Background: an optimization exercise with open tools, aiming at small area, a short achievable clock period and few clock cycles per item. Do not read the settings as production practice.
Function was not checked in any run shown here: the RTL went through the layout flow alone.
Power is estimated from default activity; no workload was simulated.

==> flow/design.v, too long to show whole: its modules and the start of the top module <==
// module cnm_top: 1215 lines
// module cnm_fa: 4 lines
// module cnm_fx: 6 lines
// module cnm_mj: 3 lines
// module cnm_aoi: 3 lines
// module cnm_nd: 3 lines
// module cnm_bs: 3 lines
// module cnm_bsn: 3 lines
// module cnm_b0: 3 lines
// module cnm_b0n: 3 lines
// module cnm_ha: 4 lines
// module cnm_hn: 4 lines
// module cnm_ao: 3 lines
// module cnm_an: 3 lines
// module cnm_x2: 3 lines
// module cnm_xn: 3 lines
// module cnm_or: 3 lines
module cnm_top (
    input  logic               clk,
    input  logic               rst,
    input  logic               in_valid,
    input  logic signed [7:0]  rea,
    input  logic signed [7:0]  ima,
    input  logic signed [7:0]  req,
    input  logic signed [7:0]  imq,
    output logic               out_valid,
    output logic signed [15:0] rep,
    output logic signed [15:0] imp
);
  // ...
==> flow/flow/run.sh <==
#!/bin/bash
# Own layout flow: the standard flow (standard synthesis, same steps and
# settings) with these changes:
#  - after the floorplan step, combinational cells that synthesis mapped at a
#    larger drive strength are set back to drive strength 1 (downsize.tcl);
#    the standard repair steps that follow upsize where timing needs it;
#  - the port buffers are the small sky130 buf_1 cell instead of the delay
#    cell buffer_ports picks by default (every input and output port still
#    gets its own buffer; repair may resize them);
#  - clock tree synthesis adds no dummy loads.
set -euo pipefail
export BUFFER_PORTS_ARGS="-buffer_cell sky130_fd_sc_hd__buf_1"
export CTS_ARGS="-sink_clustering_enable -repair_clock_nets -dont_use_dummy_load -buf_list {sky130_fd_sc_hd__clkbuf_4 sky130_fd_sc_hd__clkbuf_8}"
bash standard.sh floorplan > flow_make_floorplan.log 2>&1
RESULTS=orfs/results/$FLOW_PLATFORM/cnm_top/base \
LIB=$FLOW_HOME/platforms/$FLOW_PLATFORM/lib/sky130_fd_sc_hd__tt_025C_1v80.lib \
  openroad -no_init -exit flow/downsize.tcl > downsize.log 2>&1
touch orfs/results/$FLOW_PLATFORM/cnm_top/base/2_floorplan.odb
bash standard.sh > flow_make.log 2>&1
==> flow/flow/downsize.tcl <==
# Set every combinational cell of the synthesized, floorplanned design to its
# drive-strength-1 variant (same function and footprint family). The flow's
# later repair steps upsize again where timing needs it. Registers, clock and
# tap cells are left alone.
set results $::env(RESULTS)
read_liberty $::env(LIB)
read_db $results/2_floorplan.odb
set n 0
foreach inst [get_cells *] {
  set ref [get_property $inst ref_name]
  if {![regexp {^(sky130_fd_sc_hd__([a-z0-9]+))_([0-9]+)$} $ref -> base fn drive]} continue
  if {$drive <= 1} continue
  if {[regexp {^(df|ed|sd|dl|clk|tap|fill|decap|conb|probe|lpflow|buf|inv|bufinv|dly)} $fn]} continue
  set lc [get_lib_cells -quiet ${base}_1]
  if {$lc eq ""} continue
  replace_cell $inst $lc
  incr n
}
puts "downsized $n cells"
write_db $results/2_floorplan.odb
==> flow/standard.sh <==
#!/bin/bash
# synth_recipe.tcl (not shown) runs the flow's synth.tcl, then flattens the netlist and writes it again
# the make line also repeats each setting of config.mk as NAME=value (left out here)
make -C /OpenROAD-flow-scripts/flow DESIGN_CONFIG=/design/flow/config.mk WORK_HOME=/design/flow/orfs CLKGATE_MAP_FILE= SYNTH_SCRIPT=/design/flow/synth_recipe.tcl "${@:-finish}"
==> flow/config.mk <==
export PLATFORM = sky130hd
export DESIGN_NAME = cnm_top
export DESIGN_NICKNAME = cnm_top
export VERILOG_FILES = /design/flow/design.v
export SDC_FILE = /design/flow/constraint.sdc
export NUM_CORES = 4
export LEC_CHECK = 0
export CAP_MARGIN = 20
export CORE_MARGIN = 2
export CORE_UTILIZATION = 40
export CTS_BUF_LIST = sky130_fd_sc_hd__clkbuf_4 sky130_fd_sc_hd__clkbuf_8
export SETUP_SLACK_MARGIN = 4.5
export SLEW_MARGIN = 20
export SYNTH_HIERARCHICAL = 1
==> flow/constraint.sdc <==
create_clock -name core_clock -period 7.0 [get_ports {clk}]
set_input_delay 1.4000 -clock core_clock [delete_from_list [all_inputs] [get_ports {clk}]]
set_output_delay 1.4000 -clock core_clock [all_outputs]
set_load 0.01 [all_outputs]
==> out/results.ini, run 1 <==
[outcome]
outcome=complete, no violations

[yosys]
post_synth_most_frequent_cells=sky130_fd_sc_hd__xnor2_1 (186), sky130_fd_sc_hd__dfxtp_1 (153), sky130_fd_sc_hd__fa_1 (86)
synth.net_count=1010
synth_largest_type_area_fraction_pct=30.6
synth_top_family_by_area=adder cells
post_synth_and_or_nand_nor_area_fraction_pct=4.28
synth_compound_gate_area_share_pct=14.7
synthTopCellsByArea=sky130_fd_sc_hd__dfxtp_1 (31%), sky130_fd_sc_hd__fa_1 (17%), sky130_fd_sc_hd__xnor2_1 (16%), sky130_fd_sc_hd__a22oi_2 (5.4%), sky130_fd_sc_hd__a22oi_1 (5.2%)

[place]
post-place-ws_ns=4.16
dpl.hpwl_mm=14.9

[timing]
setup-violations-final=0
final.hold.worst_slack_ns=0.326
timing_max_transition_violations_final=0
clock.fmax_mhz=412
clock-skew-final_ns=0.0388

[global_route]
grt_most_used_layer=met2
grt.met1_usage_pct=22.3
maximum_number_of_pins_on_one_net_before_global_route_repair=24

[die]
core_region_area_um2=24500
die-width_um=162
nWellTaps=324

[power]
switching_power_uw=1810

[worst_hold_path]
hold_path.startpoint=n559_q1_641$_DFF_P_

[layout]
layout-drive-gt1-share_pct=7.04
top_cell_category=multi-input gates
final_common_cell=sky130_fd_sc_hd__xnor2_1

[critical_path]
setup.worst_path.end=rep_c162_q1_580$_DFF_P_

==> run 2, diff against run 1 <==
--- a/flow/design.v
+++ b/flow/design.v
@@ -568,96 +568,92 @@
     logic n555;
     logic n556;
     logic n557;
     logic n558;
     logic n559;
     logic n560;
     logic n561;
     logic n562;
-    logic rep_s110_q1_563;
-    logic rep_c152_q1_564;
-    logic rep_s153_q1_565;
-    logic rep_s116_q1_566;
-    logic rep_c154_q1_567;
-    logic rep_s155_q1_568;
-    logic rep_c156_q1_569;
-    logic rep_s157_q1_570;
-    logic rep_s120_q1_571;
-    logic rep_s124_q1_572;
-    logic rep_c158_q1_573;
-    logic rep_s159_q1_574;
-    logic rep_s128_q1_575;
-    logic rep_c160_q1_576;
-    logic rep_s161_q1_577;
-    logic rep_s132_q1_578;
-    logic rep_s163_q1_579;
-    logic rep_c162_q1_580;
-    logic rep_c133_q1_581;
-    logic rep_s165_q1_582;
-    logic rep_c164_q1_583;
-    logic rep_c137_q1_584;
-    logic rep_s167_q1_585;
-    logic rep_c166_q1_586;
-    logic rep_c141_q1_587;
-    logic rep_s169_q1_588;
-    logic rep_c168_q1_589;
-    logic rep_c176_q1_590;
-    logic repl_c207_q1_591;
-    logic rep_s177_q1_592;
-    logic rep_c178_q1_593;
-    logic rep_s179_q1_594;
-    logic rep_c180_q1_595;
-    logic rep_s199_q1_596;
-    logic rep_s202_q1_597;
-    logic rep_c200_q1_598;
-    logic rep_g235_q1_599;
-    logic rep_t234_q1_600;
-    logic imp_s386_q1_601;
-    logic imp_c427_q1_602;
-    logic imp_s428_q1_603;
-    logic imp_s392_q1_604;
-    logic imp_c429_q1_605;
-    logic imp_s430_q1_606;
-    logic imp_c431_q1_607;
-    logic imp_s432_q1_608;
-    logic imp_s396_q1_609;
-    logic imp_s400_q1_610;
-    logic imp_c433_q1_611;
-    logic imp_s434_q1_612;
-    logic imp_s404_q1_613;
-    logic imp_c435_q1_614;
-    logic imp_s436_q1_615;
-    logic imp_s408_q1_616;
-    logic imp_s438_q1_617;
-    logic imp_c437_q1_618;
-    logic imp_c409_q1_619;
-    logic imp_s440_q1_620;
-    logic imp_c439_q1_621;
-    logic imp_c413_q1_622;
-    logic imp_s442_q1_623;
-    logic imp_c441_q1_624;
-    logic imp_c417_q1_625;
-    logic imp_s444_q1_626;
-    logic imp_c443_q1_627;
-    logic imp_c451_q1_628;
-    logic impl_c482_q1_629;
-    logic imp_s452_q1_630;
-    logic imp_c453_q1_631;
-    logic imp_s454_q1_632;
-    logic imp_c455_q1_633;
-    logic imp_s474_q1_634;
-    logic imp_s477_q1_635;
-    logic imp_c475_q1_636;
-    logic imp_g510_q1_637;
-    logic imp_t509_q1_638;
-    logic n555_q1_639;
-    logic n556_q1_640;
-    logic n559_q1_641;
-    logic n560_q1_642;
+    logic rep_s116_q1_563;
+    logic rep_c154_q1_564;
+    logic rep_s155_q1_565;
+    logic rep_c156_q1_566;
+    logic rep_s120_q1_567;
+    logic rep_s157_q1_568;
+    logic rep_s124_q1_569;
+    logic rep_c158_q1_570;
+    logic rep_s159_q1_571;
+    logic rep_s128_q1_572;
+    logic rep_c160_q1_573;
+    logic rep_s161_q1_574;
+    logic rep_s132_q1_575;
+    logic rep_c162_q1_576;
+    logic rep_s163_q1_577;
+    logic rep_c133_q1_578;
+    logic rep_c164_q1_579;
+    logic rep_s165_q1_580;
+    logic rep_c137_q1_581;
+    logic rep_s167_q1_582;
+    logic rep_c166_q1_583;
+    logic rep_c141_q1_584;
+    logic rep_s169_q1_585;
+    logic rep_c168_q1_586;
+    logic rep_c178_q1_587;
+    logic rep_s179_q1_588;
+    logic repl_c209_q1_589;
+    logic rep_s181_q1_590;
+    logic rep_c180_q1_591;
+    logic rep_c182_q1_592;
+    logic rep_s199_q1_593;
+    logic rep_g233_q1_594;
+    logic rep_t232_q1_595;
+    logic rep_g235_q1_596;
+    logic rep_t234_q1_597;
+    logic imp_s392_q1_598;
+    logic imp_c429_q1_599;
+    logic imp_s430_q1_600;
+    logic imp_c431_q1_601;
+    logic imp_s396_q1_602;
+    logic imp_s432_q1_603;
+    logic imp_s400_q1_604;
+    logic imp_c433_q1_605;
+    logic imp_s434_q1_606;
+    logic imp_s404_q1_607;
+    logic imp_c435_q1_608;
+    logic imp_s436_q1_609;
+    logic imp_s408_q1_610;
+    logic imp_c437_q1_611;
+    logic imp_s438_q1_612;
+    logic imp_c409_q1_613;
+    logic imp_c439_q1_614;
+    logic imp_s440_q1_615;
+    logic imp_c413_q1_616;
+    logic imp_s442_q1_617;
+    logic imp_c441_q1_618;
+    logic imp_c417_q1_619;
+    logic imp_s444_q1_620;
+    logic imp_c443_q1_621;
+    logic imp_c453_q1_622;
+    logic imp_s454_q1_623;
+    logic impl_c484_q1_624;
+    logic imp_s456_q1_625;
+    logic imp_c455_q1_626;
+    logic imp_c457_q1_627;
+    logic imp_s474_q1_628;
+    logic imp_g508_q1_629;
+    logic imp_t507_q1_630;
+    logic imp_g510_q1_631;
+    logic imp_t509_q1_632;
+    logic repl_s208_q1_633;
+    logic impl_s483_q1_634;
+    logic n555_q1_635;
+    logic n556_q1_636;
+    logic n559_q1_637;
+    logic n560_q1_638;
     logic [2:0] vld;
     logic [15:0] rep_sum, imp_sum;
     assign rep_b1 = (req_one_r[0] & rea_r[0]) ^ req_nneg_r[0];
     assign rep_b2 = ((req_one_r[0] & rea_r[1]) | (req_two_r[0] & rea_r[0])) ^ req_nneg_r[0];
     assign rep_b3 = ((req_one_r[0] & rea_r[2]) | (req_two_r[0] & rea_r[1])) ^ req_nneg_r[0];
     assign rep_b4 = ((req_one_r[0] & rea_r[3]) | (req_two_r[0] & rea_r[2])) ^ req_nneg_r[0];
     assign rep_b5 = ((req_one_r[0] & rea_r[4]) | (req_two_r[0] & rea_r[3])) ^ req_nneg_r[0];
     assign rep_b6 = ((req_one_r[0] & rea_r[5]) | (req_two_r[0] & rea_r[4])) ^ req_nneg_r[0];
@@ -766,100 +762,100 @@
     cnm_ha u_rep_s142 (.a(rep_b27), .b(rep_b34), .s(rep_s142), .co(rep_c143));
     cnm_hn u_rep_s144 (.a(rep_b63), .b(rep_b70), .s(rep_s144), .co(rep_c145));
     assign n146 = ~imq_nneg_r[0];
     cnm_hn u_rep_s147 (.a(req_nneg_r[0]), .b(n146), .s(rep_s147), .co(rep_c148));
     cnm_hn u_rep_s149 (.a(rep_b10), .b(rep_b39), .s(rep_s149), .co(rep_c150));
     cnm_fa u_rep_s151 (.a(rep_b40), .b(rep_b47), .c(rep_s108), .s(rep_s151), .co(rep_c152));
     cnm_fa u_rep_s153 (.a(rep_s112), .b(rep_c109), .c(rep_s77), .s(rep_s153), .co(rep_c154));
     cnm_fa u_rep_s155 (.a(rep_c113), .b(rep_c111), .c(rep_s114), .s(rep_s155), .co(rep_c156));
-    cnm_fx u_rep_s157 (.a(rep_c115), .b(rep_s118), .c(rep_c117), .s(rep_s157), .co(rep_c158));
-    cnm_fx u_rep_s159 (.a(rep_c119), .b(rep_s122), .c(rep_c121), .s(rep_s159), .co(rep_c160));
-    cnm_fx u_rep_s161 (.a(rep_c123), .b(rep_s126), .c(rep_c125), .s(rep_s161), .co(rep_c162));
-    cnm_fx u_rep_s163 (.a(rep_c127), .b(rep_s130), .c(rep_c129), .s(rep_s163), .co(rep_c164));
-    cnm_fx u_rep_s165 (.a(rep_c131), .b(rep_s134), .c(rep_s136), .s(rep_s165), .co(rep_c166));
-    cnm_fx u_rep_s167 (.a(rep_s138), .b(rep_c135), .c(rep_s140), .s(rep_s167), .co(rep_c168));
+    cnm_fa u_rep_s157 (.a(rep_c115), .b(rep_s118), .c(rep_c117), .s(rep_s157), .co(rep_c158));
+    cnm_fa u_rep_s159 (.a(rep_c119), .b(rep_s122), .c(rep_c121), .s(rep_s159), .co(rep_c160));
+    cnm_fa u_rep_s161 (.a(rep_c123), .b(rep_s126), .c(rep_c125), .s(rep_s161), .co(rep_c162));
+    cnm_fa u_rep_s163 (.a(rep_c127), .b(rep_s130), .c(rep_c129), .s(rep_s163), .co(rep_c164));
+    cnm_fa u_rep_s165 (.a(rep_c131), .b(rep_s134), .c(rep_s136), .s(rep_s165), .co(rep_c166));
+    cnm_fa u_rep_s167 (.a(rep_s138), .b(rep_c135), .c(rep_s140), .s(rep_s167), .co(rep_c168));
     cnm_fa u_rep_s169 (.a(rep_s144), .b(rep_s142), .c(rep_c139), .s(rep_s169), .co(rep_c170));
     cnm_fa u_rep_s171 (.a(rep_b35), .b(rep_b71), .c(rep_c143), .s(rep_s171), .co(rep_c172));
     cnm_hn u_rep_s173 (.a(rep_s147), .b(rep_b1), .s(rep_s173), .co(rep_c174));
     cnm_fa u_rep_s175 (.a(rep_c148), .b(rep_b2), .c(rep_b38), .s(rep_s175), .co(rep_c176));
     cnm_fa u_rep_s177 (.a(rep_b46), .b(rep_s149), .c(rep_s106), .s(rep_s177), .co(rep_c178));
-    cnm_fx u_rep_s179 (.a(rep_c150), .b(rep_c107), .c(rep_s151), .s(rep_s179), .co(rep_c180));
-    cnm_fa u_rep_s181 (.a(rep_s110_q1_563), .b(rep_c152_q1_564), .c(rep_s153_q1_565), .s(rep_s181), .co(rep_c182));
-    cnm_fa u_rep_s183 (.a(rep_s116_q1_566), .b(rep_c154_q1_567), .c(rep_s155_q1_568), .s(rep_s183), .co(rep_c184));
-    cnm_fa u_rep_s185 (.a(rep_c156_q1_569), .b(rep_s157_q1_570), .c(rep_s120_q1_571), .s(rep_s185), .co(rep_c186));
-    cnm_fa u_rep_s187 (.a(rep_s124_q1_572), .b(rep_c158_q1_573), .c(rep_s159_q1_574), .s(rep_s187), .co(rep_c188));
-    cnm_fa u_rep_s189 (.a(rep_s128_q1_575), .b(rep_c160_q1_576), .c(rep_s161_q1_577), .s(rep_s189), .co(rep_c190));
-    cnm_fa u_rep_s191 (.a(rep_s132_q1_578), .b(rep_s163_q1_579), .c(rep_c162_q1_580), .s(rep_s191), .co(rep_c192));
-    cnm_fa u_rep_s193 (.a(rep_c133_q1_581), .b(rep_s165_q1_582), .c(rep_c164_q1_583), .s(rep_s193), .co(rep_c194));
-    cnm_fa u_rep_s195 (.a(rep_c137_q1_584), .b(rep_s167_q1_585), .c(rep_c166_q1_586), .s(rep_s195), .co(rep_c196));
-    cnm_fa u_rep_s197 (.a(rep_c141_q1_587), .b(rep_s169_q1_588), .c(rep_c168_q1_589), .s(rep_s197), .co(rep_c198));
-    cnm_fx u_rep_s199 (.a(rep_c145), .b(rep_s171), .c(rep_c170), .s(rep_s199), .co(rep_c200));
+    cnm_fa u_rep_s179 (.a(rep_c150), .b(rep_c107), .c(rep_s151), .s(rep_s179), .co(rep_c180));
+    cnm_fa u_rep_s181 (.a(rep_s110), .b(rep_c152), .c(rep_s153), .s(rep_s181), .co(rep_c182));
+    cnm_fa u_rep_s183 (.a(rep_s116_q1_563), .b(rep_c154_q1_564), .c(rep_s155_q1_565), .s(rep_s183), .co(rep_c184));
+    cnm_fa u_rep_s185 (.a(rep_c156_q1_566), .b(rep_s120_q1_567), .c(rep_s157_q1_568), .s(rep_s185), .co(rep_c186));
+    cnm_fa u_rep_s187 (.a(rep_s124_q1_569), .b(rep_c158_q1_570), .c(rep_s159_q1_571), .s(rep_s187), .co(rep_c188));
+    cnm_fa u_rep_s189 (.a(rep_s128_q1_572), .b(rep_c160_q1_573), .c(rep_s161_q1_574), .s(rep_s189), .co(rep_c190));
+    cnm_fa u_rep_s191 (.a(rep_s132_q1_575), .b(rep_c162_q1_576), .c(rep_s163_q1_577), .s(rep_s191), .co(rep_c192));
+    cnm_fa u_rep_s193 (.a(rep_c133_q1_578), .b(rep_c164_q1_579), .c(rep_s165_q1_580), .s(rep_s193), .co(rep_c194));
+    cnm_fa u_rep_s195 (.a(rep_c137_q1_581), .b(rep_s167_q1_582), .c(rep_c166_q1_583), .s(rep_s195), .co(rep_c196));
+    cnm_fa u_rep_s197 (.a(rep_c141_q1_584), .b(rep_s169_q1_585), .c(rep_c168_q1_586), .s(rep_s197), .co(rep_c198));
+    cnm_fa u_rep_s199 (.a(rep_c145), .b(rep_s171), .c(rep_c170), .s(rep_s199), .co(rep_c200));
     assign n201 = ~rep_b36;
-    cnm_fx u_rep_s202 (.a(rep_b72), .b(n201), .c(rep_c172), .s(rep_s202), .co(rep_c203));
+    cnm_fa u_rep_s202 (.a(rep_b72), .b(n201), .c(rep_c172), .s(rep_s202), .co(rep_c203));
     cnm_hn u_repl_s204 (.a(rep_b37), .b(rep_s173), .s(repl_s204), .co(repl_c205));
     cnm_fa u_repl_s206 (.a(rep_c174), .b(repl_c205), .c(rep_s175), .s(repl_s206), .co(repl_c207));
-    cnm_fa u_repl_s208 (.a(rep_c176_q1_590), .b(repl_c207_q1_591), .c(rep_s177_q1_592), .s(repl_s208), .co(repl_c209));
-    cnm_fa u_repl_s210 (.a(rep_c178_q1_593), .b(rep_s179_q1_594), .c(repl_c209), .s(repl_s210), .co(repl_c211));
-    cnm_ha u_rep_t212 (.a(rep_s181), .b(rep_c180_q1_595), .s(rep_t212), .co(rep_g213));
-    cnm_ha u_rep_t214 (.a(rep_s183), .b(rep_c182), .s(rep_t214), .co(rep_g215));
+    cnm_fa u_repl_s208 (.a(rep_c176), .b(repl_c207), .c(rep_s177), .s(repl_s208), .co(repl_c209));
+    cnm_fa u_repl_s210 (.a(rep_c178_q1_587), .b(rep_s179_q1_588), .c(repl_c209_q1_589), .s(repl_s210), .co(repl_c211));
+    cnm_ha u_rep_t212 (.a(rep_s181_q1_590), .b(rep_c180_q1_591), .s(rep_t212), .co(rep_g213));
+    cnm_ha u_rep_t214 (.a(rep_s183), .b(rep_c182_q1_592), .s(rep_t214), .co(rep_g215));
     cnm_ha u_rep_t216 (.a(rep_s185), .b(rep_c184), .s(rep_t216), .co(rep_g217));
     cnm_ha u_rep_t218 (.a(rep_s187), .b(rep_c186), .s(rep_t218), .co(rep_g219));
     cnm_ha u_rep_t220 (.a(rep_s189), .b(rep_c188), .s(rep_t220), .co(rep_g221));
     cnm_ha u_rep_t222 (.a(rep_s191), .b(rep_c190), .s(rep_t222), .co(rep_g223));
     cnm_ha u_rep_t224 (.a(rep_s193), .b(rep_c192), .s(rep_t224), .co(rep_g225));
     cnm_ha u_rep_t226 (.a(rep_s195), .b(rep_c194), .s(rep_t226), .co(rep_g227));
     cnm_ha u_rep_t228 (.a(rep_s197), .b(rep_c196), .s(rep_t228), .co(rep_g229));
-    cnm_ha u_rep_t230 (.a(rep_s199_q1_596), .b(rep_c198), .s(rep_t230), .co(rep_g231));
-    cnm_ha u_rep_t232 (.a(rep_s202_q1_597), .b(rep_c200_q1_598), .s(rep_t232), .co(rep_g233));
+    cnm_ha u_rep_t230 (.a(rep_s199_q1_593), .b(rep_c198), .s(rep_t230), .co(rep_g231));
+    cnm_ha u_rep_t232 (.a(rep_s202), .b(rep_c200), .s(rep_t232), .co(rep_g233));
     cnm_ha u_rep_t234 (.a(rep_b36), .b(rep_c203), .s(rep_t234), .co(rep_g235));
     cnm_ao u_rep_G236 (.g1(rep_g213), .p1(rep_t212), .g0(repl_c211), .y(rep_G236));
     cnm_ao u_rep_G237 (.g1(rep_g217), .p1(rep_t216), .g0(rep_g215), .y(rep_G237));
     cnm_an u_rep_P238 (.a(rep_t216), .b(rep_t214), .y(rep_P238));
     cnm_ao u_rep_G239 (.g1(rep_g221), .p1(rep_t220), .g0(rep_g219), .y(rep_G239));
     cnm_an u_rep_P240 (.a(rep_t220), .b(rep_t218), .y(rep_P240));
     cnm_ao u_rep_G241 (.g1(rep_g225), .p1(rep_t224), .g0(rep_g223), .y(rep_G241));
     cnm_an u_rep_P242 (.a(rep_t224), .b(rep_t222), .y(rep_P242));
     cnm_ao u_rep_G243 (.g1(rep_g229), .p1(rep_t228), .g0(rep_g227), .y(rep_G243));
     cnm_an u_rep_P244 (.a(rep_t228), .b(rep_t226), .y(rep_P244));
-    cnm_ao u_rep_G245 (.g1(rep_g233), .p1(rep_t232), .g0(rep_g231), .y(rep_G245));
-    cnm_an u_rep_P246 (.a(rep_t232), .b(rep_t230), .y(rep_P246));
+    cnm_ao u_rep_G245 (.g1(rep_g233_q1_594), .p1(rep_t232_q1_595), .g0(rep_g231), .y(rep_G245));
+    cnm_an u_rep_P246 (.a(rep_t232_q1_595), .b(rep_t230), .y(rep_P246));
     cnm_ao u_rep_G247 (.g1(rep_g215), .p1(rep_t214), .g0(rep_G236), .y(rep_G247));
     cnm_ao u_rep_G248 (.g1(rep_G237), .p1(rep_P238), .g0(rep_G236), .y(rep_G248));
     cnm_ao u_rep_G249 (.g1(rep_g223), .p1(rep_t222), .g0(rep_G239), .y(rep_G249));
     cnm_an u_rep_P250 (.a(rep_t222), .b(rep_P240), .y(rep_P250));
     cnm_ao u_rep_G251 (.g1(rep_G241), .p1(rep_P242), .g0(rep_G239), .y(rep_G251));
     cnm_an u_rep_P252 (.a(rep_P242), .b(rep_P240), .y(rep_P252));
     cnm_ao u_rep_G253 (.g1(rep_g231), .p1(rep_t230), .g0(rep_G243), .y(rep_G253));
     cnm_an u_rep_P254 (.a(rep_t230), .b(rep_P244), .y(rep_P254));
     cnm_ao u_rep_G255 (.g1(rep_G245), .p1(rep_P246), .g0(rep_G243), .y(rep_G255));
     cnm_an u_rep_P256 (.a(rep_P246), .b(rep_P244), .y(rep_P256));
     cnm_ao u_rep_G257 (.g1(rep_g219), .p1(rep_t218), .g0(rep_G248), .y(rep_G257));
     cnm_ao u_rep_G258 (.g1(rep_G239), .p1(rep_P240), .g0(rep_G248), .y(rep_G258));
     cnm_ao u_rep_G259 (.g1(rep_G249), .p1(rep_P250), .g0(rep_G248), .y(rep_G259));
     cnm_ao u_rep_G260 (.g1(rep_G251), .p1(rep_P252), .g0(rep_G248), .y(rep_G260));
-    cnm_ao u_rep_G261 (.g1(rep_g235_q1_599), .p1(rep_t234_q1_600), .g0(rep_G255), .y(rep_G261));
-    cnm_an u_rep_P262 (.a(rep_t234_q1_600), .b(rep_P256), .y(rep_P262));
+    cnm_ao u_rep_G261 (.g1(rep_g235_q1_596), .p1(rep_t234_q1_597), .g0(rep_G255), .y(rep_G261));
+    cnm_an u_rep_P262 (.a(rep_t234_q1_597), .b(rep_P256), .y(rep_P262));
     cnm_ao u_rep_G263 (.g1(rep_g227), .p1(rep_t226), .g0(rep_G260), .y(rep_G263));
     cnm_ao u_rep_G264 (.g1(rep_G243), .p1(rep_P244), .g0(rep_G260), .y(rep_G264));
     cnm_ao u_rep_G265 (.g1(rep_G253), .p1(rep_P254), .g0(rep_G260), .y(rep_G265));
     cnm_ao u_rep_G266 (.g1(rep_G255), .p1(rep_P256), .g0(rep_G260), .y(rep_G266));
     cnm_ao u_rep_G267 (.g1(rep_G261), .p1(rep_P262), .g0(rep_G260), .y(rep_G267));
     cnm_xn u_rep_o268 (.a(rep_t212), .b(repl_c211), .y(rep_o268));
     cnm_xn u_rep_o269 (.a(rep_t214), .b(rep_G236), .y(rep_o269));
     cnm_xn u_rep_o270 (.a(rep_t216), .b(rep_G247), .y(rep_o270));
     cnm_xn u_rep_o271 (.a(rep_t218), .b(rep_G248), .y(rep_o271));
     cnm_xn u_rep_o272 (.a(rep_t220), .b(rep_G257), .y(rep_o272));
     cnm_xn u_rep_o273 (.a(rep_t222), .b(rep_G258), .y(rep_o273));
     cnm_xn u_rep_o274 (.a(rep_t224), .b(rep_G259), .y(rep_o274));
     cnm_xn u_rep_o275 (.a(rep_t226), .b(rep_G260), .y(rep_o275));
     cnm_xn u_rep_o276 (.a(rep_t228), .b(rep_G263), .y(rep_o276));
     cnm_xn u_rep_o277 (.a(rep_t230), .b(rep_G264), .y(rep_o277));
-    cnm_xn u_rep_o278 (.a(rep_t232), .b(rep_G265), .y(rep_o278));
-    cnm_xn u_rep_o279 (.a(rep_t234_q1_600), .b(rep_G266), .y(rep_o279));
+    cnm_xn u_rep_o278 (.a(rep_t232_q1_595), .b(rep_G265), .y(rep_o278));
+    cnm_xn u_rep_o279 (.a(rep_t234_q1_597), .b(rep_G266), .y(rep_o279));
     assign imp_b280 = (imq_one_r[0] & rea_r[0]) ^ imq_nneg_r[0];
     assign imp_b281 = ((imq_one_r[0] & rea_r[1]) | (imq_two_r[0] & rea_r[0])) ^ imq_nneg_r[0];
     assign imp_b282 = ((imq_one_r[0] & rea_r[2]) | (imq_two_r[0] & rea_r[1])) ^ imq_nneg_r[0];
     assign imp_b283 = ((imq_one_r[0] & rea_r[3]) | (imq_two_r[0] & rea_r[2])) ^ imq_nneg_r[0];
     assign imp_b284 = ((imq_one_r[0] & rea_r[4]) | (imq_two_r[0] & rea_r[3])) ^ imq_nneg_r[0];
     assign imp_b285 = ((imq_one_r[0] & rea_r[5]) | (imq_two_r[0] & rea_r[4])) ^ imq_nneg_r[0];
     assign imp_b286 = ((imq_one_r[0] & rea_r[6]) | (imq_two_r[0] & rea_r[5])) ^ imq_nneg_r[0];
     assign imp_b287 = ((imq_one_r[0] & rea_r[7]) | (imq_two_r[0] & rea_r[6])) ^ imq_nneg_r[0];
@@ -962,126 +958,126 @@
     cnm_fa u_imp_s416 (.a(imp_b348), .b(imp_c379), .c(imp_c381), .s(imp_s416), .co(imp_c417));
     cnm_ha u_imp_s418 (.a(imp_b306), .b(imp_b313), .s(imp_s418), .co(imp_c419));
     cnm_hn u_imp_s420 (.a(imp_b342), .b(imp_b349), .s(imp_s420), .co(imp_c421));
     cnm_hn u_imp_s422 (.a(imq_nneg_r[0]), .b(req_nneg_r[0]), .s(imp_s422), .co(imp_c423));
     cnm_hn u_imp_s424 (.a(imp_b289), .b(imp_b318), .s(imp_s424), .co(imp_c425));
     cnm_fa u_imp_s426 (.a(imp_b319), .b(imp_b326), .c(imp_s384), .s(imp_s426), .co(imp_c427));
     cnm_fa u_imp_s428 (.a(imp_s388), .b(imp_c385), .c(imp_s354), .s(imp_s428), .co(imp_c429));
     cnm_fa u_imp_s430 (.a(imp_c389), .b(imp_c387), .c(imp_s390), .s(imp_s430), .co(imp_c431));
-    cnm_fx u_imp_s432 (.a(imp_c391), .b(imp_s394), .c(imp_c393), .s(imp_s432), .co(imp_c433));
-    cnm_fx u_imp_s434 (.a(imp_c395), .b(imp_s398), .c(imp_c397), .s(imp_s434), .co(imp_c435));
-    cnm_fx u_imp_s436 (.a(imp_c399), .b(imp_s402), .c(imp_c401), .s(imp_s436), .co(imp_c437));
-    cnm_fx u_imp_s438 (.a(imp_c403), .b(imp_s406), .c(imp_c405), .s(imp_s438), .co(imp_c439));
-    cnm_fx u_imp_s440 (.a(imp_c407), .b(imp_s410), .c(imp_s412), .s(imp_s440), .co(imp_c441));
-    cnm_fx u_imp_s442 (.a(imp_s414), .b(imp_c411), .c(imp_s416), .s(imp_s442), .co(imp_c443));
+    cnm_fa u_imp_s432 (.a(imp_c391), .b(imp_s394), .c(imp_c393), .s(imp_s432), .co(imp_c433));
+    cnm_fa u_imp_s434 (.a(imp_c395), .b(imp_s398), .c(imp_c397), .s(imp_s434), .co(imp_c435));
+    cnm_fa u_imp_s436 (.a(imp_c399), .b(imp_s402), .c(imp_c401), .s(imp_s436), .co(imp_c437));
+    cnm_fa u_imp_s438 (.a(imp_c403), .b(imp_s406), .c(imp_c405), .s(imp_s438), .co(imp_c439));
+    cnm_fa u_imp_s440 (.a(imp_c407), .b(imp_s410), .c(imp_s412), .s(imp_s440), .co(imp_c441));
+    cnm_fa u_imp_s442 (.a(imp_s414), .b(imp_c411), .c(imp_s416), .s(imp_s442), .co(imp_c443));
     cnm_fa u_imp_s444 (.a(imp_s420), .b(imp_s418), .c(imp_c415), .s(imp_s444), .co(imp_c445));
     cnm_fa u_imp_s446 (.a(imp_b314), .b(imp_b350), .c(imp_c419), .s(imp_s446), .co(imp_c447));
     cnm_hn u_imp_s448 (.a(imp_s422), .b(imp_b280), .s(imp_s448), .co(imp_c449));
     cnm_fa u_imp_s450 (.a(imp_c423), .b(imp_b281), .c(imp_b317), .s(imp_s450), .co(imp_c451));
     cnm_fa u_imp_s452 (.a(imp_b325), .b(imp_s424), .c(imp_s382), .s(imp_s452), .co(imp_c453));
-    cnm_fx u_imp_s454 (.a(imp_c425), .b(imp_c383), .c(imp_s426), .s(imp_s454), .co(imp_c455));
-    cnm_fa u_imp_s456 (.a(imp_s386_q1_601), .b(imp_c427_q1_602), .c(imp_s428_q1_603), .s(imp_s456), .co(imp_c457));
-    cnm_fa u_imp_s458 (.a(imp_s392_q1_604), .b(imp_c429_q1_605), .c(imp_s430_q1_606), .s(imp_s458), .co(imp_c459));
-    cnm_fa u_imp_s460 (.a(imp_c431_q1_607), .b(imp_s432_q1_608), .c(imp_s396_q1_609), .s(imp_s460), .co(imp_c461));
-    cnm_fa u_imp_s462 (.a(imp_s400_q1_610), .b(imp_c433_q1_611), .c(imp_s434_q1_612), .s(imp_s462), .co(imp_c463));
-    cnm_fa u_imp_s464 (.a(imp_s404_q1_613), .b(imp_c435_q1_614), .c(imp_s436_q1_615), .s(imp_s464), .co(imp_c465));
-    cnm_fa u_imp_s466 (.a(imp_s408_q1_616), .b(imp_s438_q1_617), .c(imp_c437_q1_618), .s(imp_s466), .co(imp_c467));
-    cnm_fa u_imp_s468 (.a(imp_c409_q1_619), .b(imp_s440_q1_620), .c(imp_c439_q1_621), .s(imp_s468), .co(imp_c469));
-    cnm_fa u_imp_s470 (.a(imp_c413_q1_622), .b(imp_s442_q1_623), .c(imp_c441_q1_624), .s(imp_s470), .co(imp_c471));
-    cnm_fa u_imp_s472 (.a(imp_c417_q1_625), .b(imp_s444_q1_626), .c(imp_c443_q1_627), .s(imp_s472), .co(imp_c473));
-    cnm_fx u_imp_s474 (.a(imp_c421), .b(imp_s446), .c(imp_c445), .s(imp_s474), .co(imp_c475));
+    cnm_fa u_imp_s454 (.a(imp_c425), .b(imp_c383), .c(imp_s426), .s(imp_s454), .co(imp_c455));
+    cnm_fa u_imp_s456 (.a(imp_s386), .b(imp_c427), .c(imp_s428), .s(imp_s456), .co(imp_c457));
+    cnm_fa u_imp_s458 (.a(imp_s392_q1_598), .b(imp_c429_q1_599), .c(imp_s430_q1_600), .s(imp_s458), .co(imp_c459));
+    cnm_fa u_imp_s460 (.a(imp_c431_q1_601), .b(imp_s396_q1_602), .c(imp_s432_q1_603), .s(imp_s460), .co(imp_c461));
+    cnm_fa u_imp_s462 (.a(imp_s400_q1_604), .b(imp_c433_q1_605), .c(imp_s434_q1_606), .s(imp_s462), .co(imp_c463));
+    cnm_fa u_imp_s464 (.a(imp_s404_q1_607), .b(imp_c435_q1_608), .c(imp_s436_q1_609), .s(imp_s464), .co(imp_c465));
+    cnm_fa u_imp_s466 (.a(imp_s408_q1_610), .b(imp_c437_q1_611), .c(imp_s438_q1_612), .s(imp_s466), .co(imp_c467));
+    cnm_fa u_imp_s468 (.a(imp_c409_q1_613), .b(imp_c439_q1_614), .c(imp_s440_q1_615), .s(imp_s468), .co(imp_c469));
+    cnm_fa u_imp_s470 (.a(imp_c413_q1_616), .b(imp_s442_q1_617), .c(imp_c441_q1_618), .s(imp_s470), .co(imp_c471));
+    cnm_fa u_imp_s472 (.a(imp_c417_q1_619), .b(imp_s444_q1_620), .c(imp_c443_q1_621), .s(imp_s472), .co(imp_c473));
+    cnm_fa u_imp_s474 (.a(imp_c421), .b(imp_s446), .c(imp_c445), .s(imp_s474), .co(imp_c475));
     assign n476 = ~imp_b315;
-    cnm_fx u_imp_s477 (.a(imp_b351), .b(n476), .c(imp_c447), .s(imp_s477), .co(imp_c478));
+    cnm_fa u_imp_s477 (.a(imp_b351), .b(n476), .c(imp_c447), .s(imp_s477), .co(imp_c478));
     cnm_hn u_impl_s479 (.a(imp_b316), .b(imp_s448), .s(impl_s479), .co(impl_c480));
     cnm_fa u_impl_s481 (.a(imp_c449), .b(impl_c480), .c(imp_s450), .s(impl_s481), .co(impl_c482));
-    cnm_fa u_impl_s483 (.a(imp_c451_q1_628), .b(impl_c482_q1_629), .c(imp_s452_q1_630), .s(impl_s483), .co(impl_c484));
-    cnm_fa u_impl_s485 (.a(imp_c453_q1_631), .b(imp_s454_q1_632), .c(impl_c484), .s(impl_s485), .co(impl_c486));
-    cnm_ha u_imp_t487 (.a(imp_s456), .b(imp_c455_q1_633), .s(imp_t487), .co(imp_g488));
-    cnm_ha u_imp_t489 (.a(imp_s458), .b(imp_c457), .s(imp_t489), .co(imp_g490));
+    cnm_fa u_impl_s483 (.a(imp_c451), .b(impl_c482), .c(imp_s452), .s(impl_s483), .co(impl_c484));
+    cnm_fa u_impl_s485 (.a(imp_c453_q1_622), .b(imp_s454_q1_623), .c(impl_c484_q1_624), .s(impl_s485), .co(impl_c486));
+    cnm_ha u_imp_t487 (.a(imp_s456_q1_625), .b(imp_c455_q1_626), .s(imp_t487), .co(imp_g488));
+    cnm_ha u_imp_t489 (.a(imp_s458), .b(imp_c457_q1_627), .s(imp_t489), .co(imp_g490));
     cnm_ha u_imp_t491 (.a(imp_s460), .b(imp_c459), .s(imp_t491), .co(imp_g492));
     cnm_ha u_imp_t493 (.a(imp_s462), .b(imp_c461), .s(imp_t493), .co(imp_g494));
     cnm_ha u_imp_t495 (.a(imp_s464), .b(imp_c463), .s(imp_t495), .co(imp_g496));
     cnm_ha u_imp_t497 (.a(imp_s466), .b(imp_c465), .s(imp_t497), .co(imp_g498));
     cnm_ha u_imp_t499 (.a(imp_s468), .b(imp_c467), .s(imp_t499), .co(imp_g500));
     cnm_ha u_imp_t501 (.a(imp_s470), .b(imp_c469), .s(imp_t501), .co(imp_g502));
     cnm_ha u_imp_t503 (.a(imp_s472), .b(imp_c471), .s(imp_t503), .co(imp_g504));
-    cnm_ha u_imp_t505 (.a(imp_s474_q1_634), .b(imp_c473), .s(imp_t505), .co(imp_g506));
-    cnm_ha u_imp_t507 (.a(imp_s477_q1_635), .b(imp_c475_q1_636), .s(imp_t507), .co(imp_g508));
+    cnm_ha u_imp_t505 (.a(imp_s474_q1_628), .b(imp_c473), .s(imp_t505), .co(imp_g506));
+    cnm_ha u_imp_t507 (.a(imp_s477), .b(imp_c475), .s(imp_t507), .co(imp_g508));
     cnm_ha u_imp_t509 (.a(imp_b315), .b(imp_c478), .s(imp_t509), .co(imp_g510));
     cnm_ao u_imp_G511 (.g1(imp_g488), .p1(imp_t487), .g0(impl_c486), .y(imp_G511));
     cnm_ao u_imp_G512 (.g1(imp_g492), .p1(imp_t491), .g0(imp_g490), .y(imp_G512));
     cnm_an u_imp_P513 (.a(imp_t491), .b(imp_t489), .y(imp_P513));
     cnm_ao u_imp_G514 (.g1(imp_g496), .p1(imp_t495), .g0(imp_g494), .y(imp_G514));
     cnm_an u_imp_P515 (.a(imp_t495), .b(imp_t493), .y(imp_P515));
     cnm_ao u_imp_G516 (.g1(imp_g500), .p1(imp_t499), .g0(imp_g498), .y(imp_G516));
     cnm_an u_imp_P517 (.a(imp_t499), .b(imp_t497), .y(imp_P517));
     cnm_ao u_imp_G518 (.g1(imp_g504), .p1(imp_t503), .g0(imp_g502), .y(imp_G518));
     cnm_an u_imp_P519 (.a(imp_t503), .b(imp_t501), .y(imp_P519));
-    cnm_ao u_imp_G520 (.g1(imp_g508), .p1(imp_t507), .g0(imp_g506), .y(imp_G520));
-    cnm_an u_imp_P521 (.a(imp_t507), .b(imp_t505), .y(imp_P521));
+    cnm_ao u_imp_G520 (.g1(imp_g508_q1_629), .p1(imp_t507_q1_630), .g0(imp_g506), .y(imp_G520));
+    cnm_an u_imp_P521 (.a(imp_t507_q1_630), .b(imp_t505), .y(imp_P521));
     cnm_ao u_imp_G522 (.g1(imp_g490), .p1(imp_t489), .g0(imp_G511), .y(imp_G522));
     cnm_ao u_imp_G523 (.g1(imp_G512), .p1(imp_P513), .g0(imp_G511), .y(imp_G523));
     cnm_ao u_imp_G524 (.g1(imp_g498), .p1(imp_t497), .g0(imp_G514), .y(imp_G524));
     cnm_an u_imp_P525 (.a(imp_t497), .b(imp_P515), .y(imp_P525));
     cnm_ao u_imp_G526 (.g1(imp_G516), .p1(imp_P517), .g0(imp_G514), .y(imp_G526));
     cnm_an u_imp_P527 (.a(imp_P517), .b(imp_P515), .y(imp_P527));
     cnm_ao u_imp_G528 (.g1(imp_g506), .p1(imp_t505), .g0(imp_G518), .y(imp_G528));
     cnm_an u_imp_P529 (.a(imp_t505), .b(imp_P519), .y(imp_P529));
     cnm_ao u_imp_G530 (.g1(imp_G520), .p1(imp_P521), .g0(imp_G518), .y(imp_G530));
     cnm_an u_imp_P531 (.a(imp_P521), .b(imp_P519), .y(imp_P531));
     cnm_ao u_imp_G532 (.g1(imp_g494), .p1(imp_t493), .g0(imp_G523), .y(imp_G532));
     cnm_ao u_imp_G533 (.g1(imp_G514), .p1(imp_P515), .g0(imp_G523), .y(imp_G533));
     cnm_ao u_imp_G534 (.g1(imp_G524), .p1(imp_P525), .g0(imp_G523), .y(imp_G534));
     cnm_ao u_imp_G535 (.g1(imp_G526), .p1(imp_P527), .g0(imp_G523), .y(imp_G535));
-    cnm_ao u_imp_G536 (.g1(imp_g510_q1_637), .p1(imp_t509_q1_638), .g0(imp_G530), .y(imp_G536));
-    cnm_an u_imp_P537 (.a(imp_t509_q1_638), .b(imp_P531), .y(imp_P537));
+    cnm_ao u_imp_G536 (.g1(imp_g510_q1_631), .p1(imp_t509_q1_632), .g0(imp_G530), .y(imp_G536));
+    cnm_an u_imp_P537 (.a(imp_t509_q1_632), .b(imp_P531), .y(imp_P537));
     cnm_ao u_imp_G538 (.g1(imp_g502), .p1(imp_t501), .g0(imp_G535), .y(imp_G538));
     cnm_ao u_imp_G539 (.g1(imp_G518), .p1(imp_P519), .g0(imp_G535), .y(imp_G539));
     cnm_ao u_imp_G540 (.g1(imp_G528), .p1(imp_P529), .g0(imp_G535), .y(imp_G540));
     cnm_ao u_imp_G541 (.g1(imp_G530), .p1(imp_P531), .g0(imp_G535), .y(imp_G541));
     cnm_ao u_imp_G542 (.g1(imp_G536), .p1(imp_P537), .g0(imp_G535), .y(imp_G542));
     cnm_xn u_imp_o543 (.a(imp_t487), .b(impl_c486), .y(imp_o543));
     cnm_xn u_imp_o544 (.a(imp_t489), .b(imp_G511), .y(imp_o544));
     cnm_xn u_imp_o545 (.a(imp_t491), .b(imp_G522), .y(imp_o545));
     cnm_xn u_imp_o546 (.a(imp_t493), .b(imp_G523), .y(imp_o546));
     cnm_xn u_imp_o547 (.a(imp_t495), .b(imp_G532), .y(imp_o547));
     cnm_xn u_imp_o548 (.a(imp_t497), .b(imp_G533), .y(imp_o548));
     cnm_xn u_imp_o549 (.a(imp_t499), .b(imp_G534), .y(imp_o549));
     cnm_xn u_imp_o550 (.a(imp_t501), .b(imp_G535), .y(imp_o550));
     cnm_xn u_imp_o551 (.a(imp_t503), .b(imp_G538), .y(imp_o551));
     cnm_xn u_imp_o552 (.a(imp_t505), .b(imp_G539), .y(imp_o552));
-    cnm_xn u_imp_o553 (.a(imp_t507), .b(imp_G540), .y(imp_o553));
-    cnm_xn u_imp_o554 (.a(imp_t509_q1_638), .b(imp_G541), .y(imp_o554));
+    cnm_xn u_imp_o553 (.a(imp_t507_q1_630), .b(imp_G540), .y(imp_o553));
+    cnm_xn u_imp_o554 (.a(imp_t509_q1_632), .b(imp_G541), .y(imp_o554));
     assign n555 = ~repl_s204;
     assign n556 = ~repl_s206;
-    assign n557 = ~repl_s208;
+    assign n557 = ~repl_s208_q1_633;
     assign n558 = ~repl_s210;
     assign n559 = ~impl_s479;
     assign n560 = ~impl_s481;
-    assign n561 = ~impl_s483;
+    assign n561 = ~impl_s483_q1_634;
     assign n562 = ~impl_s485;
-    assign rep_sum[0] = n555_q1_639;
-    assign rep_sum[1] = n556_q1_640;
+    assign rep_sum[0] = n555_q1_635;
+    assign rep_sum[1] = n556_q1_636;
     assign rep_sum[2] = n557;
     assign rep_sum[3] = n558;
     assign rep_sum[4] = rep_o268;
     assign rep_sum[5] = rep_o269;
     assign rep_sum[6] = rep_o270;
     assign rep_sum[7] = rep_o271;
     assign rep_sum[8] = rep_o272;
     assign rep_sum[9] = rep_o273;
     assign rep_sum[10] = rep_o274;
     assign rep_sum[11] = rep_o275;
     assign rep_sum[12] = rep_o276;
     assign rep_sum[13] = rep_o277;
     assign rep_sum[14] = rep_o278;
     assign rep_sum[15] = rep_o279;
-    assign imp_sum[0] = n559_q1_641;
-    assign imp_sum[1] = n560_q1_642;
+    assign imp_sum[0] = n559_q1_637;
+    assign imp_sum[1] = n560_q1_638;
     assign imp_sum[2] = n561;
     assign imp_sum[3] = n562;
     assign imp_sum[4] = imp_o543;
     assign imp_sum[5] = imp_o544;
     assign imp_sum[6] = imp_o545;
     assign imp_sum[7] = imp_o546;
     assign imp_sum[8] = imp_o547;
     assign imp_sum[9] = imp_o548;
@@ -1122,96 +1118,92 @@
     assign imq_nneg[2] = ~imq_x[6];
     assign imq_one[3] = imq_x[7] ^ imq_x[6];
     assign imq_two[3] = (imq_x[8] & ~imq_x[7] & ~imq_x[6]) | (~imq_x[8] & imq_x[7] & imq_x[6]);
     assign imq_nneg[3] = ~imq_x[8];
     always_ff @(posedge clk) begin
         rea_r <= rea; ima_r <= ima;
         req_one_r <= req_one; req_two_r <= req_two; req_nneg_r <= req_nneg;
         imq_one_r <= imq_one; imq_two_r <= imq_two; imq_nneg_r <= imq_nneg;
-        rep_s110_q1_563 <= rep_s110;
-        rep_c152_q1_564 <= rep_c152;
-        rep_s153_q1_565 <= rep_s153;
-        rep_s116_q1_566 <= rep_s116;
-        rep_c154_q1_567 <= rep_c154;
-        rep_s155_q1_568 <= rep_s155;
-        rep_c156_q1_569 <= rep_c156;
-        rep_s157_q1_570 <= rep_s157;
-        rep_s120_q1_571 <= rep_s120;
-        rep_s124_q1_572 <= rep_s124;
-        rep_c158_q1_573 <= rep_c158;
-        rep_s159_q1_574 <= rep_s159;
-        rep_s128_q1_575 <= rep_s128;
-        rep_c160_q1_576 <= rep_c160;
-        rep_s161_q1_577 <= rep_s161;
-        rep_s132_q1_578 <= rep_s132;
-        rep_s163_q1_579 <= rep_s163;
-        rep_c162_q1_580 <= rep_c162;
-        rep_c133_q1_581 <= rep_c133;
-        rep_s165_q1_582 <= rep_s165;
-        rep_c164_q1_583 <= rep_c164;
-        rep_c137_q1_584 <= rep_c137;
-        rep_s167_q1_585 <= rep_s167;
-        rep_c166_q1_586 <= rep_c166;
-        rep_c141_q1_587 <= rep_c141;
-        rep_s169_q1_588 <= rep_s169;
-        rep_c168_q1_589 <= rep_c168;
-        rep_c176_q1_590 <= rep_c176;
-        repl_c207_q1_591 <= repl_c207;
-        rep_s177_q1_592 <= rep_s177;
-        rep_c178_q1_593 <= rep_c178;
-        rep_s179_q1_594 <= rep_s179;
-        rep_c180_q1_595 <= rep_c180;
-        rep_s199_q1_596 <= rep_s199;
-        rep_s202_q1_597 <= rep_s202;
-        rep_c200_q1_598 <= rep_c200;
-        rep_g235_q1_599 <= rep_g235;
-        rep_t234_q1_600 <= rep_t234;
-        imp_s386_q1_601 <= imp_s386;
-        imp_c427_q1_602 <= imp_c427;
-        imp_s428_q1_603 <= imp_s428;
-        imp_s392_q1_604 <= imp_s392;
-        imp_c429_q1_605 <= imp_c429;
-        imp_s430_q1_606 <= imp_s430;
-        imp_c431_q1_607 <= imp_c431;
-        imp_s432_q1_608 <= imp_s432;
-        imp_s396_q1_609 <= imp_s396;
-        imp_s400_q1_610 <= imp_s400;
-        imp_c433_q1_611 <= imp_c433;
-        imp_s434_q1_612 <= imp_s434;
-        imp_s404_q1_613 <= imp_s404;
-        imp_c435_q1_614 <= imp_c435;
-        imp_s436_q1_615 <= imp_s436;
-        imp_s408_q1_616 <= imp_s408;
-        imp_s438_q1_617 <= imp_s438;
-        imp_c437_q1_618 <= imp_c437;
-        imp_c409_q1_619 <= imp_c409;
-        imp_s440_q1_620 <= imp_s440;
-        imp_c439_q1_621 <= imp_c439;
-        imp_c413_q1_622 <= imp_c413;
-        imp_s442_q1_623 <= imp_s442;
-        imp_c441_q1_624 <= imp_c441;
-        imp_c417_q1_625 <= imp_c417;
-        imp_s444_q1_626 <= imp_s444;
-        imp_c443_q1_627 <= imp_c443;
-        imp_c451_q1_628 <= imp_c451;
-        impl_c482_q1_629 <= impl_c482;
-        imp_s452_q1_630 <= imp_s452;
-        imp_c453_q1_631 <= imp_c453;
-        imp_s454_q1_632 <= imp_s454;
-        imp_c455_q1_633 <= imp_c455;
-        imp_s474_q1_634 <= imp_s474;
-        imp_s477_q1_635 <= imp_s477;
-        imp_c475_q1_636 <= imp_c475;
-        imp_g510_q1_637 <= imp_g510;
-        imp_t509_q1_638 <= imp_t509;
-        n555_q1_639 <= n555;
-        n556_q1_640 <= n556;
-        n559_q1_641 <= n559;
-        n560_q1_642 <= n560;
+        rep_s116_q1_563 <= rep_s116;
+        rep_c154_q1_564 <= rep_c154;
+        rep_s155_q1_565 <= rep_s155;
+        rep_c156_q1_566 <= rep_c156;
+        rep_s120_q1_567 <= rep_s120;
+        rep_s157_q1_568 <= rep_s157;
+        rep_s124_q1_569 <= rep_s124;
+        rep_c158_q1_570 <= rep_c158;
+        rep_s159_q1_571 <= rep_s159;
+        rep_s128_q1_572 <= rep_s128;
+        rep_c160_q1_573 <= rep_c160;
+        rep_s161_q1_574 <= rep_s161;
+        rep_s132_q1_575 <= rep_s132;
+        rep_c162_q1_576 <= rep_c162;
+        rep_s163_q1_577 <= rep_s163;
+        rep_c133_q1_578 <= rep_c133;
+        rep_c164_q1_579 <= rep_c164;
+        rep_s165_q1_580 <= rep_s165;
+        rep_c137_q1_581 <= rep_c137;
+        rep_s167_q1_582 <= rep_s167;
+        rep_c166_q1_583 <= rep_c166;
+        rep_c141_q1_584 <= rep_c141;
+        rep_s169_q1_585 <= rep_s169;
+        rep_c168_q1_586 <= rep_c168;
+        rep_c178_q1_587 <= rep_c178;
+        rep_s179_q1_588 <= rep_s179;
+        repl_c209_q1_589 <= repl_c209;
+        rep_s181_q1_590 <= rep_s181;
+        rep_c180_q1_591 <= rep_c180;
+        rep_c182_q1_592 <= rep_c182;
+        rep_s199_q1_593 <= rep_s199;
+        rep_g233_q1_594 <= rep_g233;
+        rep_t232_q1_595 <= rep_t232;
+        rep_g235_q1_596 <= rep_g235;
+        rep_t234_q1_597 <= rep_t234;
+        imp_s392_q1_598 <= imp_s392;
+        imp_c429_q1_599 <= imp_c429;
+        imp_s430_q1_600 <= imp_s430;
+        imp_c431_q1_601 <= imp_c431;
+        imp_s396_q1_602 <= imp_s396;
+        imp_s432_q1_603 <= imp_s432;
+        imp_s400_q1_604 <= imp_s400;
+        imp_c433_q1_605 <= imp_c433;
+        imp_s434_q1_606 <= imp_s434;
+        imp_s404_q1_607 <= imp_s404;
+        imp_c435_q1_608 <= imp_c435;
+        imp_s436_q1_609 <= imp_s436;
+        imp_s408_q1_610 <= imp_s408;
+        imp_c437_q1_611 <= imp_c437;
+        imp_s438_q1_612 <= imp_s438;
+        imp_c409_q1_613 <= imp_c409;
+        imp_c439_q1_614 <= imp_c439;
+        imp_s440_q1_615 <= imp_s440;
+        imp_c413_q1_616 <= imp_c413;
+        imp_s442_q1_617 <= imp_s442;
+        imp_c441_q1_618 <= imp_c441;
+        imp_c417_q1_619 <= imp_c417;
+        imp_s444_q1_620 <= imp_s444;
+        imp_c443_q1_621 <= imp_c443;
+        imp_c453_q1_622 <= imp_c453;
+        imp_s454_q1_623 <= imp_s454;
+        impl_c484_q1_624 <= impl_c484;
+        imp_s456_q1_625 <= imp_s456;
+        imp_c455_q1_626 <= imp_c455;
+        imp_c457_q1_627 <= imp_c457;
+        imp_s474_q1_628 <= imp_s474;
+        imp_g508_q1_629 <= imp_g508;
+        imp_t507_q1_630 <= imp_t507;
+        imp_g510_q1_631 <= imp_g510;
+        imp_t509_q1_632 <= imp_t509;
+        repl_s208_q1_633 <= repl_s208;
+        impl_s483_q1_634 <= impl_s483;
+        n555_q1_635 <= n555;
+        n556_q1_636 <= n556;
+        n559_q1_637 <= n559;
+        n560_q1_638 <= n560;
         rep <= rep_sum; imp <= imp_sum;
         if (rst) vld <= '0;
         else vld <= {vld[1:0], in_valid};
     end
     assign out_valid = vld[2];
 endmodule
 module cnm_fa (input logic a, input logic b, input logic c, output logic s, output logic co);
     assign s  = a ^ b ^ c;
==> out/results.ini, run 2 <==
[timing]
worst-slew-pin-transition_ns=0.472
clock.fmax_mhz=413  ; +0.16%
rsz0062_at_grt=false
timing_max_transition_violations_final=0  ; unchanged
hold_violations=0
finalSetupTns_ns=0
setup-violations-final=0  ; unchanged
finalWorstPathRequiredPeriod_ns=2.42
final.hold.worst_slack_ns=0.304  ; -0.0216 ns
clock-skew-final_ns=0.0331  ; -0.00569 ns
timing.max_slew.rel_slack_pct=68.5
finalCritPeriodShare_pct=34.6

[power]
totalPowerFinal_uw=4510
power.internal_uw=2790
share_comb_of_total_power_pct=57.6
cellPowerDensity_nw_per_um2=446
worst_ir_drop_vdd_v=0.000205
leak_pwr_uw=0.00384
seq_power_share_pct=31.7
netSwitchingFraction_pct=38.3
clock_power_share_pct=10.7
switching_power_uw=1730  ; -4.5%

[route]
first_iter_violations=472
routed_wl_mm=20.8
wl_per_cell_um=17.8
drt_drc_violations_left=0
detailroute.via_count=5937
avgViaCountPerCell=5.07
1st_pass_router_iterations=6
detail-route-antenna-nets=0

[layout]
area_growth_pct=3.64
diodes=0
filler_cell_count=2431
number_of_nets_in_the_finished_design=1019
layout_common_cells=sky130_fd_sc_hd__xnor2_1 (185), sky130_fd_sc_hd__dfxtp_1 (112), sky130_fd_sc_hd__a22oi_1 (111)
layout_top_registers=imp: 16 flops, rep: 16 flops
regArea_um2=3110
layout-drive-gt1-share_pct=8.49  ; +1.5 points
final_util_pct=42.0
multiInputGateArea_um2=5900
final_common_cell=sky130_fd_sc_hd__xnor2_1
layout.cell_area.non_filler_um2=10100

[critical_path]
critical-path-top-cell-by-count=sky130_fd_sc_hd__fa_1
critical_path.startpoint=imq_nneg_r[3]$_DFF_P_
critPathMaxFanout=11
series_of_cell_instances_along_the_critical_path=inv_2 > or2_1 > fa_1 > fa_1 > fa_1
worstSetupStartpointType=flip-flop
cp_slowest_cell=sky130_fd_sc_hd__fa_1
reg2reg_from=imq_nneg_r[3]$_DFF_P_
critPathKind=flip-flop to flip-flop
cp.required_ns=7.31
critical_path.endpoint_type=flip-flop
worst_stage_delay_on_the_critical_path_ns=0.53
critical_path_arrival_ns=2.73

[global_route]
grt.met1_usage_pct=21.8  ; -0.52 points
global_route.usage.met2_pct=27.9
number_of_antenna_violations_at_the_first_check_in_global_routing=0
grt_most_used_layer=met2
grt.met3_usage_pct=3.69
grt-ovfl-total=0
grt_pass1_wl_mm=33.5
maximum_number_of_pins_on_one_net_before_global_route_repair=24  ; unchanged
first_global_vias=6117
grt.total_usage_pct=16.9

[place]
place.gp.congestion=0.872
port_buffers=67
placedInstanceArea_um2=9640
dpl.hpwl_mm=14.5  ; -2.8%

[yosys]
synth_largest_type_area_fraction_pct=30.6  ; -0.074 points
synthMostInstantiatedCell=sky130_fd_sc_hd__xnor2_1
synth-edff-count=0
synth_ff_type=sky130_fd_sc_hd__dfxtp_1
synthesis.yosys.warnings=7
synth.net_count=988  ; -2.2%
yosys_register_bits=149
syn_area_um2=9760
synthTopCellsByArea=sky130_fd_sc_hd__dfxtp_1 (31%), sky130_fd_sc_hd__fa_1 (21%), sky130_fd_sc_hd__xnor2_1 (17%), sky130_fd_sc_hd__a22oi_2 (5.5%), sky130_fd_sc_hd__a22oi_1 (5.3%)
netlist.top_cell.by_area=sky130_fd_sc_hd__dfxtp_1
avgSynthCellArea_um2=11.9
synth.yosys.seq_area_share_pct=30.6
synth_async_sr_flop_share_pct=0
ys_types=26
synthCells=819
post_synth_most_frequent_cells=sky130_fd_sc_hd__xnor2_1 (186), sky130_fd_sc_hd__dfxtp_1 (149), sky130_fd_sc_hd__fa_1 (104)

[die]
die-width_um=160  ; -1.2%
placementRows=57
dieArea_um2=25700
core_region_area_um2=24100  ; -1.5%
die_height_um=160
design.portCount=68
start_util_pct=40.5

[worst_hold_path]
hp-class=flip-flop to flip-flop
hold_path.startpoint=n560_q1_638$_DFF_P_

[outcome]
outcome=complete, no violations

[run]
drv_cap=0

[clock_network]
clkSinkCount=149
h-tree-depth=4
cts-root-buf=sky130_fd_sc_hd__clkbuf_8
cts_tree=done
number_of_cts_inserted_buffers=17
clock_tree.buffer_depth=2
clkLatencyLatePin_ns=0.46
clkTransAtPathRegs_ns=0.08

==> run 2: cell types whose count changed in the layout (fill, tap and decap cells not counted), moves of 2 or more <==
cell                      delta
sky130_fd_sc_hd__buf_12      +2
sky130_fd_sc_hd__xor2_1     -36
sky130_fd_sc_hd__dfxtp_2    -13
sky130_fd_sc_hd__dfxtp_1     -5
sky130_fd_sc_hd__fa_1       +18
sky130_fd_sc_hd__maj3_1     -18
sky130_fd_sc_hd__buf_4       +3
sky130_fd_sc_hd__dfxtp_4    +14
==> run 2: kinds of logic (layout without fill, tap and decap cells) <==
group	after synthesis	count (layout)	synth area share (%)
fa+ha+maj	134	134	25.2
flops	149	149	30.6
buf+inv	87	116	6.91
simple gates	75	75	4.38
compound gates	174	174	15.0
xor+xnor	200	200	17.9
==> run 2: what timing repair did <==
item                                    4_1_cts  5_1_grt
setup buffers                                 0        8
hold buffers                                  0        0
gates resized for setup                      49       28
cloned                                        0        0
pin swaps                                     0        0
endpoints found under the setup margin       44       21
==> run 2: modules after synthesis, one instance, submodules excluded, a selection <==
module	cells	cell area, µm²	flops+latches
cnm_top	555	6320	149
cnm_fa	1	20.0	0
cnm_ha	1	12.5	0
cnm_xn	1	8.76	0
cnm_ao	1	7.51	0
cnm_an	1	6.26	0
cnm_or	1	6.26	0
==> run 2: area by class of cell <==
cell class	instances	area share, %
clock buffer	17	2.31
tap	324	4.01
multi-input combinational	583	58.3
sequential	149	30.8
inverter	20	0.816
timing repair buffer	79	3.77
==> run 2: metrics by stage <==
stage               setup WS [ns]  instances
finish                       4.58       1172
global route                 4.49       1172
CTS                          4.49       1164
detailed placement           4.06       1147
global placement             4.16       1147
floorplan                    4.55        819
==> run 2: worst max-delay path: cells and delay by family (launching register included) <==
kind | cells | cell delay, ns
buf+inv | 1 | 0.16
flops | 1 | 0.43
simple gates | 1 | 0.28
fa+ha+maj | 3 | 1.40
==> run 2: power by group through the flow <==
stage,Combinational [µW],Clock [µW],Sequential (µW)
2_1_floorplan,2100,0,1420
3_3_place_gp,2590,0,1460
3_5_place_dp,2630,0,1460
4_1_cts,2650,516,1440
5_1_grt,3010,546,1470
6_report,2600,484,1430
==> run 2: worst paths after layout <==
kind,endpoint,slack (ns),cells after the start
worst min-delay path,imp[1]$_DFF_P_,0.30,0
worst max-delay path,rep_s161_q1_574$_DFF_P_,4.58,5
worst max register to register,rep_s161_q1_574$_DFF_P_,4.58,5
worst min register to register,imp[1]$_DFF_P_,0.30,0
==> run 2: metal layers <==
metal	vias up	wire, µm
met5	-	0
met4	0	426
met3	19	1410
met2	210	10100
met1	2944	8890
li1	2764	-

==> static timing again, ports no longer ideal <==
In the flow no input, the clock included, has a driving cell. The finished layouts below were timed again as built, in two steps. Step 1: set_driving_cell puts a clkbuf_16 on clk and a buf_2 on each other input, an assumption about the parent block. Step 2 also shifts input and output timing later by t, the mid clock arrival at the registers, as if the neighbouring blocks saw the same clock. a / b / c = ideal ports / drivers / drivers and shift; a / b = the first two.
| run | shift t [ns] | slack for setup (ns) | clock arrival spread, ns | worst slew at a driven data input, ns |
|---|---|---|---|---|
| run 1 | 0.479 | 4.574 / 4.574 / 4.574 | 0.039 / 0.039 | 0.04 |
| run 2 | 0.482 | 4.577 / 4.578 / 4.578 | 0.034 / 0.033 | 0.04 |
After both steps every run listed still meets setup and hold.
